Background: an optimization exercise with open tools, aiming at small area, a short achievable clock period and few clock cycles. Do not read the settings as production practice. Only simulation tests tie the RTL to the original design; equivalence was not proved.

`run.sh`:
```
#!/bin/bash
# synth_recipe.tcl (not shown) runs the flow's synth.tcl, then flattens the netlist and writes it again
# the make line also repeats each setting of config.mk as NAME=value (left out here)
make -C /OpenROAD-flow-scripts/flow DESIGN_CONFIG=/design/flow/config.mk WORK_HOME=/design/flow/orfs CLKGATE_MAP_FILE= SYNTH_SCRIPT=/design/flow/synth_recipe.tcl finish
```
`config.mk`:
```
export PLATFORM = sky130hd
export DESIGN_NAME = matrix_mult
export DESIGN_NICKNAME = matrix_mult
export VERILOG_FILES = /design/flow/design.v
export SDC_FILE = /design/flow/constraint.sdc
export NUM_CORES = 8
export LEC_CHECK = 0
export CAP_MARGIN = 20
export CORE_MARGIN = 2
export CORE_UTILIZATION = 40
export SLEW_MARGIN = 20
```
`constraint.sdc`:
```
create_clock -name core_clock -period 7.0 [get_ports {HCLK}]
set_input_delay 1.4000 -clock core_clock [delete_from_list [all_inputs] [get_ports {HCLK}]]
set_output_delay 1.4000 -clock core_clock [all_outputs]
set_load 0.01 [all_outputs]
```
`design.v`:
```
module matrix_mult_pe(
    input wire HCLK,
    input wire reset,
    input wire work,
    input wire [7:0] A_data,
    input wire [7:0] B_data,
    output reg [15:0] result
);
always @(posedge HCLK) begin
    if(reset) begin
        result <= 32'h0000;
    end
    else begin
        if(work) begin
            result <= result + A_data * B_data;
        end
    end
end
endmodule
module matrix_mult_process(
    input wire HCLK,
    input wire HRESETn,
    input wire start,
    input wire [1:0] reuse,
    input wire [8*64-1:0] A_data ,
    input wire [8*64-1:0] B_data ,
    output wire [16*64-1:0] result,
    output reg done
);
integer  i;
reg[1:0] state;
reg[3:0] counter;
reg work;
reg reset;
reg [7:0] A_tmp[0:7];
reg [7:0] B_tmp[0:7]; 
wire [15:0] result_tmp[0:63];
wire [7:0] A_in[0:63];
wire [7:0] B_in[0:63];
reg [15:0] result_in[0:63];
genvar j;
for(j=0;j<64;j=j+1) begin
    matrix_mult_pe pe_assem(
    .HCLK(HCLK),
    .reset(reset),
    .work(work),
    .A_data(A_tmp[j/8]),
    .B_data(B_tmp[j%8]),
    .result(result_tmp[j])
    );
end
for(j=0;j<64;j=j+1) begin
    assign A_in[j] = A_data[8*j+7:8*j];
    assign B_in[j] = B_data[8*j+7:8*j];
    assign result[16*j+15:16*j] = result_in[j];
end
localparam idle = 2'b00, set = 2'b01, calc = 2'b10, calc_done = 2'b11 ;
localparam count_min = 4'b0000,count_max = 4'b1000;
always @(posedge HCLK or negedge HRESETn) begin
    if(!HRESETn) begin
        state <= idle;
        counter <= count_min;
        work <= 1'b0;
        reset <= 1'b0;
    end
    else begin
        case(state)
            idle: begin
                done <= 1'b0;
                if(start == 1'b1) begin
                    state <= set;
                    reset <= 1'b1;
                    work <= 1'b0;
                    counter <= count_min;
                end
                else begin
                    work <= 1'b0;
                    reset <= 1'b0;
                end
            end
            set: begin
                reset <= 1'b0;
                work  <= 1'b1;
                counter <= counter + 1;
                if(counter == count_max) begin
                    state <= calc;
                    counter<= count_min;
                    work <=1'b1;
                end
                else if(reuse) begin
                end
                else begin
                    for(i=0;i<8;i=i+1)begin
                        A_tmp[i] <= A_in[8*i + counter];
                        B_tmp[i] <= B_in[i + 8*counter];
                    end
                end
            end
            calc: begin
                done <=1'b1;
                state <= calc_done;
                for(i=0;i<64;i=i+1)begin
                    result_in[i] <= result_tmp[i];
                end
            end
            calc_done: begin
                done <= 1'b0;
                state <= idle;
            end
            default: begin
                state <= idle;
            end
        endcase
    end
end
endmodule
module matrix_mult(
			input wire HSEL,
			input wire HCLK,
			input wire HRESETn,
			input wire HREADY,
			input wire [31:0] HADDR,
			input wire [1:0] HTRANS,
			input wire HWRITE,
			input wire [2:0] HSIZE,
			input wire [31:0] HWDATA,
			output reg HREADYOUT,
			output reg [31:0] HRDATA
);
reg rHSEL;
reg [31:0] rHADDR;
reg [1:0] rHTRANS;
reg rHWRITE;
reg [2:0] rHSIZE;
reg [1:0] state;
reg [7:0] A_data [0:63];
reg [7:0] B_data [0:63];
reg [15:0] result [0:63];
reg pe_start;
wire pe_done;
wire [8*64-1:0] pe_A_data;
wire [8*64-1:0] pe_B_data;
wire [16*64-1:0] pe_result;
wire [15:0] result_vec [0:63];
genvar  j;
for(j = 0; j <64;j = j+1) begin
    assign pe_A_data[8*j+7:8*j] = A_data[j][7:0];
    assign pe_B_data[8*j+7:8*j] = B_data[j][7:0];
    assign result_vec[j] = pe_result[16*j+15:16*j];
end
matrix_mult_process mult_processor(
    .HCLK(HCLK),
    .HRESETn(HRESETn),
    .start(pe_start),
    .reuse(2'b00),
    .A_data(pe_A_data),
    .B_data(pe_B_data),
    .result(pe_result),
    .done(pe_done)
    );
localparam idle = 2'b00, calc = 2'b01, done = 2'b10;
integer i;
always @(posedge HCLK or negedge HRESETn)
begin
	if(!HRESETn) begin
		rHSEL	<= 1'b0;
		rHADDR	<= 32'h0;
		rHTRANS	<= 2'b00;
		rHWRITE	<= 1'b0;
		rHSIZE	<= 3'b000;
        HREADYOUT <= 1'b1;
        pe_start <= 1'b0;
        state <= idle;
	end
    else if (state == calc) begin
        HREADYOUT <= 1'b0;
        pe_start <=1'b1;
        if(pe_done) begin
            state <= done;
            pe_start <=1'b0;
            for(i=0;i<64;i=i+1) begin
                result[i] <= {16'h0000,result_vec[i]};
            end
        end
        else begin
            state <= calc;
        end
    end
    else if (state == done) begin
        HREADYOUT <= 1'b1;
        state <= idle;
        HRDATA <= 32'h00000001;
    end
    else if(HREADY) begin
        rHSEL   <= HSEL;
		rHADDR	<= HADDR;
		rHTRANS	<= HTRANS;
		rHWRITE	<= HWRITE;
		rHSIZE	<= HSIZE;
        if(HSEL & !HWRITE) begin
            if (HADDR[9:8] == 2'b11) begin
                HREADYOUT <= 1'b0;
                state <= calc;
            end
            else if(HADDR[9:8] == 2'b10) begin
                HRDATA <=result[HADDR[7:2]];
                HREADYOUT <= 1'b1;
            end
        end
        else begin
            HREADYOUT <= 1'b1;
        end
    end
end
always @(posedge HCLK)
begin
    if(rHSEL & rHWRITE & rHTRANS[1]) begin
        if(rHADDR[9:8] == 2'b00 & state == idle) begin
            A_data[rHADDR[7:2]] <= HWDATA;
        end 
        else if(rHADDR[9:8] == 2'b01 & state == idle)  begin
            B_data[rHADDR[7:2]] <= HWDATA;
        end
    end
end
endmodule
```
==> impl_results.md <==
- Crit-path slowest cell: edfxtp_1
- Drt first-iter violations: approximately 29,000
- Chip width: between 800 and 900 µm
- Seq/Total Area, Yosys: 0.3780
- Clk_skew: 98.84 ps
- Io pins: 107
- CP top delay family: adder cells
- Worst-margin pin slew: 1294 ps
- CP max stage delay: 980 ps
- Fin. max-slew vios: 0
- Register bit total from synthesis: 4,264
- Clock root cell: clkbuf_16
- Proportion of layout cells with a drive suffix above 1: 0.05969
- Synth async-reset ratio: 0.005394
- Number of hold violations in the final report: 0
- Area of the multi-input gates: 165,000 µm²
- GRT Residual Overflow: 0
- Final Util: 0.4418
- DRC viols: 0
- CP endpoint kind: flop
- Worst path cell trace: buf_4 > buf_4 > nand2_1 > fa_1 > inv_1 > fa_1 > fa_1 > inv_1 > fa_1 > inv_1 > ha_1 > or2_2 > a21oi_1 > a211oi_1 > o31ai_1 > xnor2_1 > a21oi_1 > a31o_2
- Core area: 777,100 µm²
- Max_slew headroom: 0.1348
- Mapped Area: 311,400 µm²
- CTS H-tree lvls: 5
- CTS Sinks: 4,264
- First-pass GRT wire length: 1,645,000 µm
- Storage element area: 117,700 µm²
- Clk pin slew, worst setup/hold paths: 70 ps
- Maxcap violations: 0
- Chip height: 886.3 µm
- Final setup violation count: 0
- Initial Util: 0.4006
- CTS tree: yes
- Yosys cell types: 85
- Crit Path Category: reg -> reg
- Total negative setup slack: 0 ps
- Synth-to-Final Area Change: 10.28%
- Fillers: 72,580
- Hold Buf Count CTS: 0
- Status: finished clean
- Drt first pass iters: 10
- Final #Nets: between 30,000 and 40,000
- Routed vias/inst: 5.588
- HPWL Detailed: 857,400 µm
- Global placement routability congestion: 1.075
- Worst Hold Class: reg -> reg
- Vias: about 220k
- Top FF cell, synth: edfxtp_1
- Mean routed wirelength per cell: 29.09 µm
- Fmax: between 0.15 and 0.2 GHz
- Setup ws final: 868.9 ps
- Worst path required time: 8000 ps
- Die Footprint: 785,400 µm²
- Dpl cells: 39,220
- Post_cts resized: 0
- Clock Path Buffers: 4
- Critical Path AT: 7130 ps
- Crit path buffers/inverters: 5
- Period Utilization, post-route: 0.8759
- Antenna violations before repair: 178
- Num CTS Buffers: 468
- Routed Antenna Nets: 0
- Final min period: around 6100 ps
- Unrepaired setup endpoints after global routing: no
- Top cell by count, worst path: fa_1
- Worst setup SP type: flop
- Tot GR Track Use: 0.2942
- Clock Latency Late Sink: around 1200 ps
- Syn. warnings: 10
- Largest net degree at the start of global routing: 135
- Pre-CTS setup slack: between 800 and 900 ps
- Post-CTS setup buffer count: 0
- Number of global-route vias before repair: ~220k
- Post-Layout Cell Count: 40,250
- Syn Inst Count: 29,700
- CP max FO: 26
- PortBufs: 38
- Placement Rows: 324
- Post-synth EDFFs: 3,217
- Syn Area/Cell: between 10 and 15 µm²
- Post-Route WL: ~1,200,000 µm
==> worst register-to-register path: cells and delay by family (launching register included) <==
kind / cells / cell delay [ps]
adders and majority gates: 5 / 2340
buffers and inverters: 5 / 1060
AOI/OAI and AO/OA: 5 / 1020
DFF: 1 / 980
and+or+nand+nor: 2 / 420
xor gates and xnor gates: 1 / 190
==> synth_stat cells (106+ instances only) <==
cell      count  area, µm²
o31ai_1     126      945.9
mux2i_1     643       6436
xnor2_1     351       3074
nand3_1     302       1511
a222oi_1    122       1221
buf_2       144      720.7
inv_1      6150      23080
xor2_1      188       1647
nor2_1     1483       5567
edfxtp_1   3217      96600
o21ai_0     396       1982
nand2_1    2689      10090
nor2b_1     154      963.4
a21oi_1     660       3303
a22oi_1     752       5645
fa_1       3200      64060
ha_1       2252      28180
clkbuf_1   1284       4820
or3_1       141      882.1
and2_1     2131      13330
a211oi_1    253       1899
o21bai_1    140       1051
nor3_1      367       1837
mux2_2      106       1194
dfxtp_1    1024      20500
a21o_1      157       1179
nand4_1     128      800.8
==> kinds of logic after synthesis <==
group,after synthesis,synth area share
DFF,4264,0.3780
other,1,0.00001204
AOI/OAI and AO/OA,3243,0.07156
xor gates and xnor gates,539,0.01516
muxes,749,0.02451
and+or+nand+nor,7797,0.1213
buffers and inverters,7657,0.09322
adders and majority gates,5452,0.2963
==> through the flow <==
stage	hold slack (ps)	instance area [µm²]
detailed placement	404.5	326700
floorplan	400.3	311400
global route	366.0	343100
global placement	400.7	326500
finish	367.2	343400
CTS	366.4	342900
==> cell usage in the layout (no fill, tap or decap), types with 88 or more instances in the layout <==
master,synthesis,final
a211oi_1,253,253
a21o_1,157,157
a21oi_1,660,660
a221oi_1,95,95
a222oi_1,122,122
a22oi_1,752,751
a31oi_1,99,99
and2_1,2131,2123
and3_1,91,88
buf_12,0,183
buf_4,25,525
clkbuf_16,0,470
dfxtp_1,1024,1024
diode_2,0,124
edfxtp_1,3217,3217
fa_1,3200,3200
ha_1,2252,2246
inv_1,6150,6149
mux2_2,106,106
mux2i_1,643,643
nand2_1,2689,2689
nand2b_1,95,94
nand3_1,302,302
nand4_1,128,128
nor2_1,1483,1428
nor2b_1,154,150
nor3_1,367,367
o21ai_0,396,394
o21bai_1,140,140
o31ai_1,126,126
or3_1,141,141
xnor2_1,351,351
xor2_1,188,188
==> area by class of cell <==
cell class / instances / area share
antenna: 124 / 0.0009037
sequential: 4264 / 0.3428
tap: 10270 / 0.03742
clock inverter: 324 / 0.01133
inverter: 6151 / 0.06726
multi-input combinational: 17800 / 0.4806
timing repair buffer: 750 / 0.02367
clock buffer: 569 / 0.03601
==> final timing paths <==
path                            slack [ps]  depth (start not counted)                            start                                        endpoint
worst max-delay path                   870                         18       mult_processor.A_tmp[6][5]  mult_processor.genblk1[52].pe_assem.result[15]
worst min-delay path                   370                          0  mult_processor.result_in[40][0]                                   result[40][0]
worst max register to register         870                         18       mult_processor.A_tmp[6][5]  mult_processor.genblk1[52].pe_assem.result[15]
worst min register to register         370                          0  mult_processor.result_in[40][0]                                   result[40][0]
max in group asynchronous             5520                          2                          HRESETn                                       HREADYOUT
min in group asynchronous              670                          1                          HRESETn                             mult_processor.work
==> metal layers <==
metal,share of wire,global-route usage,vias up
met4,0.087,0.1997,40
met2,0.41,0.4260,12220
met1,0.38,0.3882,114700
met5,0.00024,0.0004240,-
met3,0.11,0.07494,2603
li1,-,-,95320
==> registers in the layout (all words and copies together) (netlist names), 4 cells and up <==
signal and cells:
HRDATA 16, result 1024, mult_processor.B_tmp 64, mult_processor.result_in 1024
A_data 512, B_data 512, mult_processor.counter 4, mult_processor.genblk1.pe_assem.result 1024
mult_processor.A_tmp 64, rHADDR 8
Testbench counts, summed over its fixed seeds: cycles 8,344.

==> what the ideal ports hide <==
The results above use ideal ports. As a check the final layout listed here was re-extracted and re-timed, cells and wires unchanged. Step 1 assumes that a clkbuf_16 drives the clock port and a buf_2 every other input. Step 2 also shifts input and output timing later by t, the mid clock arrival at the registers, as if the neighbouring blocks saw the same clock. Three values: no drivers, after step 1, after step 2; two values: the first two.
t, ns: 1.252
slack for setup (ns): 0.869 / 0.869 / 0.409
worst setup path at the end: input to register
After both steps setup and hold are still met in this run. For this run, drivers alone change the setup slack by 0.000 ns; drivers and shift together by -0.460 ns.
